Context: an optimization exercise on an open-source flow, tuned for small area and a short achievable clock period. The choices shown serve that exercise and are no tape-out recipe. Where RTL was checked, it was by simulation tests only, not by an equivalence proof against the original. Function not checked in runs 2 and 3: the RTL went through the layout flow alone.

==> flow/design.v (outline; a module is shown in full before it is edited, if it fits) <==
// module DSP_modules: 3585 lines
module DSP_modules
(
	input			clk,
	input			reset,
	output			done,
	input	[15:0]	in_a,
	input	[15:0]	in_b,
	output	[31:0]	out_a,
	output	[31:0]	out_b
);
  // ...
==> flow/flow/run.sh <==
#!/bin/bash
# Own layout flow: the standard flow (standard.sh, unchanged synthesis)
# with these changes:
#  1. Between synthesis and floorplan, flow/netopt.py (see its header)
#     - puts each full adder's carry input on the fast CIN pin (the three
#       adder inputs are interchangeable),
#     - drops buffers and double inverters that synthesis left around the
#       adder cells (repair_design re-buffers as it needs),
#     - uses a stronger drive of the same flip-flop cell for flip-flops that
#       drive 14 or more pins.
#     The logic and every register (name, cell type) stay as synthesized.
#  2. Every port gets its own sky130_fd_sc_hd__buf_1 port buffer.
#  3. Clock tree: clkbuf_8 buffers, no dummy load cells.
# Each tool's full output goes to its own log file in this folder.
set -euo pipefail
R=$PWD/orfs/results/sky130hd/DSP_modules/base
bash standard.sh synth > synth.log 2>&1
cp $R/1_2_yosys.v $R/1_2_yosys.std.v
python3 flow/netopt.py $R/1_2_yosys.std.v $R/1_2_yosys.v --band 8 --carry-weight 3 --upsize-ff 14 > netopt.log 2>&1
touch $R/1_2_yosys.v
bash standard.sh BUFFER_PORTS_ARGS="-buffer_cell sky130_fd_sc_hd__buf_1" \
  CTS_ARGS="-sink_clustering_enable -repair_clock_nets -dont_use_dummy_load -buf_list {sky130_fd_sc_hd__clkbuf_8 sky130_fd_sc_hd__clkbuf_16} -sink_clustering_size 20 -sink_clustering_max_diameter 60" \
  finish > layout.log 2>&1
==> flow/standard.sh <==
#!/bin/bash
# synth_recipe.tcl (not shown) runs the flow's synth.tcl, then flattens the netlist and writes it again
# the make line also repeats each setting of config.mk as NAME=value (left out here)
make -C /OpenROAD-flow-scripts/flow DESIGN_CONFIG=/design/flow/config.mk WORK_HOME=/design/flow/orfs CLKGATE_MAP_FILE= SYNTH_SCRIPT=/design/flow/synth_recipe.tcl "${@:-finish}"
==> flow/config.mk <==
export PLATFORM = sky130hd
export DESIGN_NAME = DSP_modules
export DESIGN_NICKNAME = DSP_modules
export VERILOG_FILES = /design/flow/design.v
export SDC_FILE = /design/flow/constraint.sdc
export NUM_CORES = 4
export LEC_CHECK = 0
export CAP_MARGIN = 20
export CORE_MARGIN = 2
export CORE_UTILIZATION = 40
export CTS_BUF_LIST = sky130_fd_sc_hd__clkbuf_8
export CTS_CLUSTER_DIAMETER = 60
export CTS_CLUSTER_SIZE = 20
export SLEW_MARGIN = 20
==> flow/constraint.sdc <==
create_clock -name core_clock -period 120.0 [get_ports {clk}]
set_input_delay 24.0000 -clock core_clock [delete_from_list [all_inputs] [get_ports {clk}]]
set_output_delay 24.0000 -clock core_clock [all_outputs]
set_load 0.01 [all_outputs]
Not shown: flow/flow/netopt.py
==> flow_summary.html, run 1 <==
<table>
<tr><th>Metric</th><th>Value</th></tr>
<tr><th colspan="2">Status</th></tr>
<tr><td>Outcome</td><td>timing/DRC/antenna clean</td></tr>
<tr><th colspan="2">Cells and area</th></tr>
<tr><td>Multi-input gate share of total cell area</td><td>0.6494</td></tr>
<tr><td>Dominant kind of cell by area</td><td>multi-input combinational cells</td></tr>
<tr><td>Number of combinational gates with multiple inputs</td><td>1204</td></tr>
<tr><th colspan="2">Global routing</th></tr>
<tr><td>Vias in the first global route</td><td>13260</td></tr>
<tr><td>Met1 track demand over resource in global routing</td><td>0.1569</td></tr>
<tr><td>Met3 Resource Use GR</td><td>0.01836</td></tr>
<tr><td>Total overflow reported by the global router</td><td>0</td></tr>
<tr><th colspan="2">CTS</th></tr>
<tr><td>Post-CTS Resized</td><td>0</td></tr>
<tr><td>Number of buffers inserted for hold repair after clock tree synthesis</td><td>0</td></tr>
<tr><td>Clock Path Buffers</td><td>3</td></tr>
<tr><td>CTS Buf Count</td><td>27</td></tr>
<tr><td>CTS Sinks</td><td>264</td></tr>
<tr><th colspan="2">Die</th></tr>
<tr><td>Tap cell instance count</td><td>688</td></tr>
<tr><th colspan="2">Min path</th></tr>
<tr><td>Hold Path Depth</td><td>0</td></tr>
<tr><td>Hold_sp</td><td>r2_u5_inv$_DFF_P_</td></tr>
<tr><td>Hold worst-path end</td><td>r3_u5_inv$_DFF_P_</td></tr>
<tr><th colspan="2">Route</th></tr>
<tr><td>Routed vias</td><td>11350</td></tr>
<tr><td>Count of TritonRoute iterations in the first routing pass</td><td>6</td></tr>
<tr><th colspan="2">Timing</th></tr>
<tr><td>Peak Freq</td><td>39.77 MHz</td></tr>
<tr><td>Setup repair after global routing missed its margin</td><td>no</td></tr>
<tr><th colspan="2">Yosys</th></tr>
<tr><td>Avg Synthesized Cell Area</td><td>12.51 um2</td></tr>
<tr><th colspan="2">Setup path</th></tr>
<tr><td>Cell type group with the largest total delay on the critical path</td><td>flip-flops</td></tr>
</table>
==> inputs of run 2 (changes only) <==
--- a/flow/design.v
+++ b/flow/design.v
@@ -1113,16 +1113,19 @@
 	wire ys13;
 	wire yu13;
 	wire smag14;
 	wire ys14;
 	wire yu14;
 	wire smag15;
 	wire ys15;
 	wire yu15;
+	wire sall;
+	wire sgn1;
+	wire sgn2;
 	wire u1_c1;
 	wire u1_c2;
 	wire u1_c3;
 	wire u1_c4;
 	wire u1_c5;
 	wire u1_c6;
 	wire u1_c7;
 	wire u1_c8;
@@ -3570,16 +3573,22 @@
 	assign ys13 = r3_ssat ? ~neg : smag13;
 	assign yu13 = r3_u3_inv | r3_usat;
 	assign smag14 = r3_s1_inv ^ sinc14;
 	assign ys14 = r3_ssat ? ~neg : smag14;
 	assign yu14 = r3_u2_inv | r3_usat;
 	assign smag15 = neg ^ sinc15;
 	assign ys15 = r3_ssat ? neg : smag15;
 	assign yu15 = r3_u1_inv | r3_usat;
+	assign sall = s15_inv & s14_inv & s13_inv & r3_s12_inv & r3_s11_inv & r3_s10_inv & r3_s9_inv & r3_s8_inv & r3_s7_inv & r3_s6_inv & r3_s5_inv & r3_s4_inv & r3_s3_inv & r3_s2_inv & r3_s1_inv;
+	assign sgn1 = neg & (r3_ssat | ~sall);
+	assign sgn2 = (r3_ssat & neg) | (neg & ~sall);
 	reg [15:0] ya_r, yb_r;
+	reg sg1_r, sg2_r;
 	always @(posedge clk) begin
 		ya_r <= {ys15, ys14, ys13, ys12, ys11, ys10, ys9, ys8, ys7, ys6, ys5, ys4, ys3, ys2, ys1, ys0};
 		yb_r <= {yu15, yu14, yu13, yu12, yu11, yu10, yu9, yu8, yu7, yu6, yu5, yu4, yu3, yu2, yu1, yu0};
+		sg1_r <= sgn1;
+		sg2_r <= sgn2;
 	end
-	assign out_a = {{16{ya_r[15]}}, ya_r};
+	assign out_a = {{5{sg2_r}}, {6{sg1_r}}, {5{ya_r[15]}}, ya_r};
 	assign out_b = {16'd0, yb_r};
 endmodule
--- a/flow/flow/run.sh
+++ b/flow/flow/run.sh
@@ -14,10 +14,10 @@
 # Each tool's full output goes to its own log file in this folder.
 set -euo pipefail
 R=$PWD/orfs/results/sky130hd/DSP_modules/base
 bash standard.sh synth > synth.log 2>&1
 cp $R/1_2_yosys.v $R/1_2_yosys.std.v
 python3 flow/netopt.py $R/1_2_yosys.std.v $R/1_2_yosys.v --band 8 --carry-weight 3 --upsize-ff 14 > netopt.log 2>&1
 touch $R/1_2_yosys.v
 bash standard.sh BUFFER_PORTS_ARGS="-buffer_cell sky130_fd_sc_hd__buf_1" \
-  CTS_ARGS="-sink_clustering_enable -repair_clock_nets -dont_use_dummy_load -buf_list {sky130_fd_sc_hd__clkbuf_8 sky130_fd_sc_hd__clkbuf_16} -sink_clustering_size 20 -sink_clustering_max_diameter 60" \
+  CTS_ARGS="-sink_clustering_enable -repair_clock_nets -dont_use_dummy_load -root_buf sky130_fd_sc_hd__clkbuf_16 -buf_list sky130_fd_sc_hd__clkbuf_8 -sink_clustering_size 20 -sink_clustering_max_diameter 60" \
   finish > layout.log 2>&1
==> run 2 against run 1 <==
- first-iteration DRC count grew 28%
- worst hold slack worse by 0.0049 ns
- register-to-register slack improved by 0.54 ns
- synthesized cell count up 4.4%
- critical path depth unchanged
- global-route usage increased by 0.27 points
- setup slack improved by 0.049 ns
- sequential share of layout area increased by 0.051 points
- clock skew is 0.016 ns higher
- die area grew 1.8%
- non-clock buffer count increased by 1
- critical path type unchanged
- largest cell class unchanged
- highest routed layer unchanged
==> flow_summary.html, run 2 <==
<table>
<tr><th>Metric</th><th>Value</th></tr>
<tr><th colspan="2">Global routing</th></tr>
<tr><td>Vias in the first global route</td><td>13710 (+3.4%)</td></tr>
<tr><td>Pin count of the biggest net entering global routing</td><td>24</td></tr>
<tr><td>Total overflow reported by the global router</td><td>0 (unchanged)</td></tr>
<tr><td>GRT Total Usage</td><td>0.1437</td></tr>
<tr><td>First-pass GRT wire length</td><td>66410 um</td></tr>
<tr><td>Antenna violations before repair</td><td>1</td></tr>
<tr><th colspan="2">CTS</th></tr>
<tr><td>Register clock-pin slew on the reported worst setup and hold paths</td><td>0.11 ns</td></tr>
<tr><td>Clock Path Buffers</td><td>3 (unchanged)</td></tr>
<tr><td>Later-pin clock latency in the skew report</td><td>0.56 ns</td></tr>
<tr><td>CTS Sinks</td><td>266 (+0.76%)</td></tr>
<tr><td>Clock tree root driver cell</td><td>clkbuf_16</td></tr>
<tr><td>CTS tree</td><td>done</td></tr>
<tr><td>H-tree depth</td><td>1</td></tr>
<tr><td>Post-CTS Resized</td><td>0 (unchanged)</td></tr>
<tr><td>CTS Buf Count</td><td>29 (+7.4%)</td></tr>
<tr><td>Setup Buffers After CTS</td><td>0</td></tr>
<tr><td>Number of buffers inserted for hold repair after clock tree synthesis</td><td>0 (unchanged)</td></tr>
<tr><th colspan="2">Setup path</th></tr>
<tr><td>Critical path endpoint category</td><td>output port</td></tr>
<tr><td>Critical setup path kind</td><td>flip-flop to output port</td></tr>
<tr><td>Required arrival time at the worst endpoint</td><td>roughly 96 ns</td></tr>
<tr><td>Setup crit start kind</td><td>flip-flop</td></tr>
<tr><td>Count of buffer and inverter cells on the critical path</td><td>1</td></tr>
<tr><td>Crit path DAT</td><td>between 1 and 1.5 ns</td></tr>
<tr><td>Cell type group with the largest total delay on the critical path</td><td>flip-flops</td></tr>
<tr><td>Top fanout value on the critical path</td><td>6</td></tr>
<tr><td>CP max stage cell</td><td>dfxtp_1</td></tr>
<tr><td>CP peak stage delay</td><td>0.40 ns</td></tr>
<tr><td>Cells traversed along the worst timing path</td><td>buf_1</td></tr>
<tr><th colspan="2">Cells and area</th></tr>
<tr><td>Number of diodes</td><td>0</td></tr>
<tr><td>Top library cells by usage in the layout, fill and taps aside</td><td>421 x fa_1, 255 x dfxtp_1, 247 x xor2_1</td></tr>
<tr><td>Layout area overhead</td><td>7.901%</td></tr>
<tr><td>Fraction of layout instances using a drive strength above 1</td><td>0.05617</td></tr>
<tr><td>Count of filler cells inserted in the layout</td><td>roughly 5000</td></tr>
<tr><td>Most frequent standard cell in the layout excluding fill and tap cells</td><td>fa_1</td></tr>
<tr><td>Net count reported at finish</td><td>2377</td></tr>
<tr><th colspan="2">Yosys</th></tr>
<tr><td>Number of instances in the synthesized netlist</td><td>roughly 1800</td></tr>
<tr><td>Avg Synthesized Cell Area</td><td>12.20 um2 (-2.5%)</td></tr>
<tr><td>Mapped Area</td><td>between 0.02 and 0.025 mm2</td></tr>
<tr><td>Synth Warn #</td><td>1</td></tr>
<tr><th colspan="2">Die</th></tr>
<tr><td>Initial standard-cell utilization of the core</td><td>0.4027</td></tr>
<tr><td>Horiz. Die Dim</td><td>236.3 um</td></tr>
<tr><td>Area inside the core boundary</td><td>approximately 0.054 mm2</td></tr>
<tr><td>Area enclosed by the die boundary</td><td>0.05584 mm2</td></tr>
<tr><td>Row cnt</td><td>85</td></tr>
<tr><td>Count of pins on the block boundary</td><td>99</td></tr>
<tr><td>Die Y</td><td>around 240 um</td></tr>
<tr><th colspan="2">Route</th></tr>
<tr><td>Total Wirelength</td><td>roughly 38000 um</td></tr>
<tr><td>Number of vias per cell after detailed routing</td><td>approximately 4.6</td></tr>
<tr><td>Count of TritonRoute iterations in the first routing pass</td><td>4 (-2)</td></tr>
<tr><td>Antenna Violating Nets Remaining</td><td>0</td></tr>
<tr><td>Routed vias</td><td>11910 (+4.9%)</td></tr>
<tr><td>Routed len/inst</td><td>14.56 um</td></tr>
<tr><td>Initial drt markers</td><td>348</td></tr>
<tr><td>DR DRC count</td><td>0</td></tr>
<tr><th colspan="2">Min path</th></tr>
<tr><td>Path class of the lowest-slack min-delay path</td><td>flip-flop to flip-flop</td></tr>
<tr><th colspan="2">Timing</th></tr>
<tr><td>Total Neg Setup Slack</td><td>0 ns</td></tr>
<tr><td>Post-route clock skew</td><td>slightly below 0.08 ns</td></tr>
<tr><td>Actual slew at the worst max-slew pin</td><td>1.044 ns</td></tr>
<tr><td>Minimum clock period</td><td>25.10 ns</td></tr>
<tr><td>Final max-slew violation count</td><td>0</td></tr>
<tr><td>Post-layout worst setup margin</td><td>94.90 ns</td></tr>
<tr><td>Crit share post-route</td><td>0.2091</td></tr>
<tr><td>Normalized max-slew margin</td><td>0.2950</td></tr>
<tr><td>Count of final hold-check violations</td><td>0</td></tr>
<tr><td>Peak Freq</td><td>39.85 MHz (+0.19%)</td></tr>
<tr><td>Setup repair after global routing missed its margin</td><td>no</td></tr>
<tr><td>Finish-stage setup viols</td><td>0</td></tr>
<tr><th colspan="2">Run</th></tr>
<tr><td>Count of max-cap constraint violations</td><td>0</td></tr>
<tr><th colspan="2">Placed design</th></tr>
<tr><td>Post-placement worst setup slack</td><td>approximately 95 ns</td></tr>
<tr><td>Final weighted congestion in routability-driven placement</td><td>0.7481</td></tr>
<tr><td>HPWL after detailed placement</td><td>31420 um</td></tr>
<tr><td>Port bufs</td><td>82</td></tr>
<tr><th colspan="2">Status</th></tr>
<tr><td>Outcome</td><td>timing/DRC/antenna clean</td></tr>
</table>
-- run 2: final timing paths --
kind / start / endpoint / slack, ns / cells after the start
min reg2reg: r2_s6_inv$_DFF_P_ / r3_s6_inv$_DFF_P_ / 0.29 / 0
max reg2reg: r2_b0$_DFF_P_ / r3_u12_inv$_DFF_P_ / 96.77 / 79
max: sg1_r$_DFF_P_ / out_a[25] / 94.90 / 1
min: r2_s6_inv$_DFF_P_ / r3_s6_inv$_DFF_P_ / 0.29 / 0
-- run 2: cell type report --
| class | count | area (um2) | area share |
|---|---|---|---|
| Clock buffer | 29 | 432.9 | 0.01859 |
| Inverter | 211 | 792.0 | 0.03401 |
| Multi-Input combinational cell | 1275 | 15340 | 0.6589 |
| Sequential cell | 266 | 5361 | 0.2302 |
| Tap cell | 696 | 870.8 | 0.03739 |
| Timing Repair Buffer | 106 | 488.0 | 0.02095 |
-- run 2: routing by layer --
layer  vias up  share of wire  wire, um  global-route usage
li1       5623              -         -                   -
met1      6057           0.40     15130              0.1664
met2       167           0.55     20530              0.2790
met3        59          0.027      1002             0.01673
met4         0          0.025       957             0.03548
met5         -              0         0                   0
-- run 2: through the flow --
stage	cells	hold WS (ns)	cell area (um2)	util
3_5_place_dp	2554	0.3118	22850	0.4263
6_report	2583	0.2890	23290	0.4345
3_3_place_gp	2554	0.3126	22850	0.4263
5_1_grt	2583	0.3028	23290	0.4345
4_1_cts	2583	0.2909	23280	0.4344
2_1_floorplan	1784	0.3089	21640	-
==> inputs of run 3 (changes only) <==
--- a/flow/flow/run.sh
+++ b/flow/flow/run.sh
@@ -16,7 +16,7 @@
 R=$PWD/orfs/results/sky130hd/DSP_modules/base
 bash standard.sh synth > synth.log 2>&1
 cp $R/1_2_yosys.v $R/1_2_yosys.std.v
-python3 flow/netopt.py $R/1_2_yosys.std.v $R/1_2_yosys.v --band 8 --carry-weight 3 --upsize-ff 14 > netopt.log 2>&1
+python3 flow/netopt.py $R/1_2_yosys.std.v $R/1_2_yosys.v --band 7 --carry-weight 3 --upsize-ff 14 > netopt.log 2>&1
 touch $R/1_2_yosys.v
 bash standard.sh BUFFER_PORTS_ARGS="-buffer_cell sky130_fd_sc_hd__buf_1" \
   CTS_ARGS="-sink_clustering_enable -repair_clock_nets -dont_use_dummy_load -root_buf sky130_fd_sc_hd__clkbuf_16 -buf_list sky130_fd_sc_hd__clkbuf_8 -sink_clustering_size 20 -sink_clustering_max_diameter 60" \
==> run 3 against run 2 <==
- flip-flop and latch count is the same
- critical path depth is the same
- clock skew shrank 0.016 ns
- first-iteration DRC count grew 6.0%
- worst hold slack gained 0.030 ns
- cell count grew 0.66%
- maximum frequency is essentially flat
- register-to-register slack gained 0.60 ns
==> flow_summary.html, run 3 <==
<table>
<tr><th>Metric</th><th>Value</th></tr>
<tr><th colspan="2">Min path</th></tr>
<tr><td>Hold Path Depth</td><td>0 (unchanged)</td></tr>
<tr><td>Hold_sp</td><td>r2_u2_inv$_DFF_P_</td></tr>
<tr><td>Path class of the lowest-slack min-delay path</td><td>flip-flop to flip-flop</td></tr>
<tr><td>Hold worst-path end</td><td>r3_u2_inv$_DFF_P_</td></tr>
<tr><th colspan="2">Timing</th></tr>
<tr><td>Normalized max-slew margin</td><td>0.3354 (+0.04045)</td></tr>
<tr><td>Setup repair after global routing missed its margin</td><td>no</td></tr>
<tr><td>Actual slew at the worst max-slew pin</td><td>0.9844 ns (-0.05991 ns)</td></tr>
<tr><td>Peak Freq</td><td>39.88 MHz (about the same)</td></tr>
<tr><td>Post-layout worst setup margin</td><td>94.93 ns (+0.02070 ns)</td></tr>
<tr><td>Count of final hold-check violations</td><td>0 (unchanged)</td></tr>
<tr><td>Finish-stage setup viols</td><td>0 (unchanged)</td></tr>
<tr><td>Final max-slew violation count</td><td>0 (unchanged)</td></tr>
<tr><td>Crit share post-route</td><td>0.2090 (about the same)</td></tr>
<tr><td>Total Neg Setup Slack</td><td>0 ns (unchanged)</td></tr>
<tr><td>Minimum clock period</td><td>25.07 ns (-0.02070 ns)</td></tr>
<tr><td>Post-route clock skew</td><td>0.06311 ns (-0.01634 ns)</td></tr>
<tr><th colspan="2">Cells and area</th></tr>
<tr><td>Net count reported at finish</td><td>2394 (+0.72%)</td></tr>
<tr><td>Fraction of layout instances using a drive strength above 1</td><td>0.05515 (-0.001027)</td></tr>
<tr><td>Non-filler cells, final</td><td>2600 (+0.66%)</td></tr>
<tr><td>Most frequent standard cell in the layout excluding fill and tap cells</td><td>fa_1</td></tr>
<tr><td>Count of filler cells inserted in the layout</td><td>5034 (-0.30%)</td></tr>
<tr><td>Top library cells by usage in the layout, fill and taps aside</td><td>421 x fa_1, 255 x dfxtp_1, 238 x xnor2_1</td></tr>
<tr><td>Layout area overhead</td><td>7.784%</td></tr>
<tr><td>Number of diodes</td><td>0 (unchanged)</td></tr>
<tr><th colspan="2">CTS</th></tr>
<tr><td>Setup Buffers After CTS</td><td>0 (unchanged)</td></tr>
<tr><td>Later-pin clock latency in the skew report</td><td>0.53 ns (-0.03 ns)</td></tr>
<tr><td>H-tree depth</td><td>1 (unchanged)</td></tr>
<tr><td>Post-CTS Resized</td><td>0 (unchanged)</td></tr>
<tr><td>Clock Path Buffers</td><td>3 (unchanged)</td></tr>
<tr><td>Clock tree root driver cell</td><td>clkbuf_16</td></tr>
<tr><td>CTS tree</td><td>done</td></tr>
<tr><td>Number of buffers inserted for hold repair after clock tree synthesis</td><td>0 (unchanged)</td></tr>
<tr><td>CTS Buf Count</td><td>27 (-6.9%)</td></tr>
<tr><td>Register clock-pin slew on the reported worst setup and hold paths</td><td>0.09 ns (-0.02 ns)</td></tr>
<tr><td>CTS Sinks</td><td>266 (unchanged)</td></tr>
<tr><th colspan="2">Route</th></tr>
<tr><td>Count of TritonRoute iterations in the first routing pass</td><td>4 (unchanged)</td></tr>
<tr><td>Routed len/inst</td><td>14.34 um (-1.5%)</td></tr>
<tr><td>Initial drt markers</td><td>369 (+6.0%)</td></tr>
<tr><td>Total Wirelength</td><td>37290 um (-0.89%)</td></tr>
<tr><td>DR DRC count</td><td>0 (unchanged)</td></tr>
<tr><td>Antenna Violating Nets Remaining</td><td>0 (unchanged)</td></tr>
<tr><td>Number of vias per cell after detailed routing</td><td>4.647 (+0.81%)</td></tr>
<tr><td>Routed vias</td><td>12080 (+1.5%)</td></tr>
<tr><th colspan="2">Setup path</th></tr>
<tr><td>Crit path DAT</td><td>1.07 ns (-0.03 ns)</td></tr>
<tr><td>Critical setup path kind</td><td>flip-flop to output port</td></tr>
<tr><td>Reg-to-reg critical path startpoint</td><td>r1_b1$_DFF_P_</td></tr>
<tr><td>Worst-case register-to-register setup slack</td><td>97.37 ns (+0.60 ns)</td></tr>
<tr><td>Cell type group with the largest total delay on the critical path</td><td>flip-flops</td></tr>
<tr><td>Setup crit start kind</td><td>flip-flop</td></tr>
<tr><td>CP max stage cell</td><td>dfxtp_1</td></tr>
<tr><td>Top fanout value on the critical path</td><td>6 (unchanged)</td></tr>
<tr><td>Count of buffer and inverter cells on the critical path</td><td>1 (unchanged)</td></tr>
<tr><td>Capture point of the worst reg-to-reg path</td><td>r2_u8_inv$_DFF_P_</td></tr>
<tr><td>Cells traversed along the worst timing path</td><td>buf_1</td></tr>
<tr><td>Required arrival time at the worst endpoint</td><td>96.00 ns (about the same)</td></tr>
<tr><td>Critical path endpoint category</td><td>output port</td></tr>
<tr><td>Number of cell instances on the worst register-to-register path</td><td>79 (unchanged)</td></tr>
<tr><td>CP peak stage delay</td><td>0.40 ns (about the same)</td></tr>
<tr><th colspan="2">Die</th></tr>
<tr><td>Row cnt</td><td>85 (unchanged)</td></tr>
<tr><td>Die Y</td><td>236.7 um (+0.15%)</td></tr>
<tr><td>Initial standard-cell utilization of the core</td><td>0.4031 (+0.0004606)</td></tr>
<tr><td>Count of pins on the block boundary</td><td>99 (unchanged)</td></tr>
<tr><td>Area enclosed by the die boundary</td><td>0.05601 mm2 (+0.31%)</td></tr>
<tr><td>Area inside the core boundary</td><td>0.05371 mm2 (+0.20%)</td></tr>
<tr><td>Horiz. Die Dim</td><td>236.7 um (+0.15%)</td></tr>
<tr><th colspan="2">Yosys</th></tr>
<tr><td>Number of instances in the synthesized netlist</td><td>1787 (+1.0%)</td></tr>
<tr><td>Mapped Area</td><td>0.02165 mm2 (+0.31%)</td></tr>
<tr><td>Synth Warn #</td><td>1 (unchanged)</td></tr>
<tr><td>Avg Synthesized Cell Area</td><td>12.12 um2 (-0.70%)</td></tr>
<tr><th colspan="2">Placed design</th></tr>
<tr><td>HPWL after detailed placement</td><td>31250 um (-0.53%)</td></tr>
<tr><td>Port bufs</td><td>82 (unchanged)</td></tr>
<tr><td>Post-placement worst setup slack</td><td>95.44 ns (-0.004000 ns)</td></tr>
<tr><td>Final weighted congestion in routability-driven placement</td><td>0.7648 (+2.2%)</td></tr>
<tr><td>Cell Count Post-Placement</td><td>2573 (+0.74%)</td></tr>
<tr><th colspan="2">Global routing</th></tr>
<tr><td>Pin count of the biggest net entering global routing</td><td>24 (unchanged)</td></tr>
<tr><td>GRT Total Usage</td><td>0.1427 (-0.001041)</td></tr>
<tr><td>First-pass GRT wire length</td><td>66270 um (-0.21%)</td></tr>
<tr><td>Vias in the first global route</td><td>13810 (+0.74%)</td></tr>
<tr><td>Antenna violations before repair</td><td>2 (+1)</td></tr>
<tr><td>Total overflow reported by the global router</td><td>0 (unchanged)</td></tr>
<tr><th colspan="2">Run</th></tr>
<tr><td>Count of max-cap constraint violations</td><td>0 (unchanged)</td></tr>
<tr><th colspan="2">Status</th></tr>
<tr><td>Outcome</td><td>timing/DRC/antenna clean</td></tr>
</table>
==> run 3: how the worst max path moves through the flow <==
stage / depth (start not counted) / to / start / slack (ns)
global route: 1 / out_a[19] / ya_r[15]$_DFF_P_ / 94.85
finish: 1 / out_a[25] / sg1_r$_DFF_P_ / 94.93
floorplan: 1 / out_a[16] / ya_r[15]$_DFF_P_ / 95.43
CTS: 1 / out_a[17] / ya_r[15]$_DFF_P_ / 94.87
detailed placement: 1 / out_a[25] / sg1_r$_DFF_P_ / 95.44
global placement: 1 / out_a[24] / sg1_r$_DFF_P_ / 95.46
==> run 3: layout make-up <==
cell class | count | area [um2] | share of cell area
repair buffers | 107 | 495.5 | 0.02123
multi-input cells | 1275 | 15340 | 0.6575
flip-flops and latches | 266 | 5361 | 0.2297
well taps | 696 | 870.8 | 0.03731
clock buffers | 27 | 405.4 | 0.01737
inverters | 229 | 859.6 | 0.03683
==> run 3: routing by layer <==
layer  vias to the layer above  routed length, um  global-route usage
met2                       173              20380              0.2783
met5                         -                  0                   0
met1                      6173              15020              0.1643
li1                       5673                  -                   -
met4                         0                922             0.03299
met3                        62                960             0.01819
==> run 3: through the flow <==
step	util	instance area, um2	hold slack, ns
finish	0.4345	23340	0.3193
global placement	0.4268	22920	0.3115
detailed placement	0.4268	22920	0.3121
floorplan	-	21710	0.3089
CTS	0.4344	23330	0.3171
global route	0.4345	23340	0.3300

-- static timing again, ports no longer ideal --
The results above use ideal ports. As a check the final layouts listed here were re-extracted and re-timed, cells and wires unchanged. Step 1 assumes that a clkbuf_16 drives the clock port and a buf_2 every other input. Step 2 times the ports against the registers' clock, not the clock port: input delays grow and output delays shrink by t, the midpoint of the rising clock arrivals with the driver on. a / b / c = ideal ports / drivers / drivers and shift; a / b = the first two.
| run | t (ns) | slack for setup (ns) | clock arrival spread, ns | worst data-port slew with drivers (ns) | cell pins on the clock port's net |
|---|---|---|---|---|---|
| run 1 | 0.591 | 94.856 / 94.804 / 95.395 | 0.064 / 0.063 | 0.03 | 1 |
| run 2 | 0.568 | 94.905 / 94.855 / 95.422 | 0.079 / 0.079 | 0.03 | 1 |
| run 3 | 0.549 | 94.925 / 94.872 / 95.421 | 0.064 / 0.064 | 0.03 | 1 |
After both steps setup and hold are still met in every run listed.
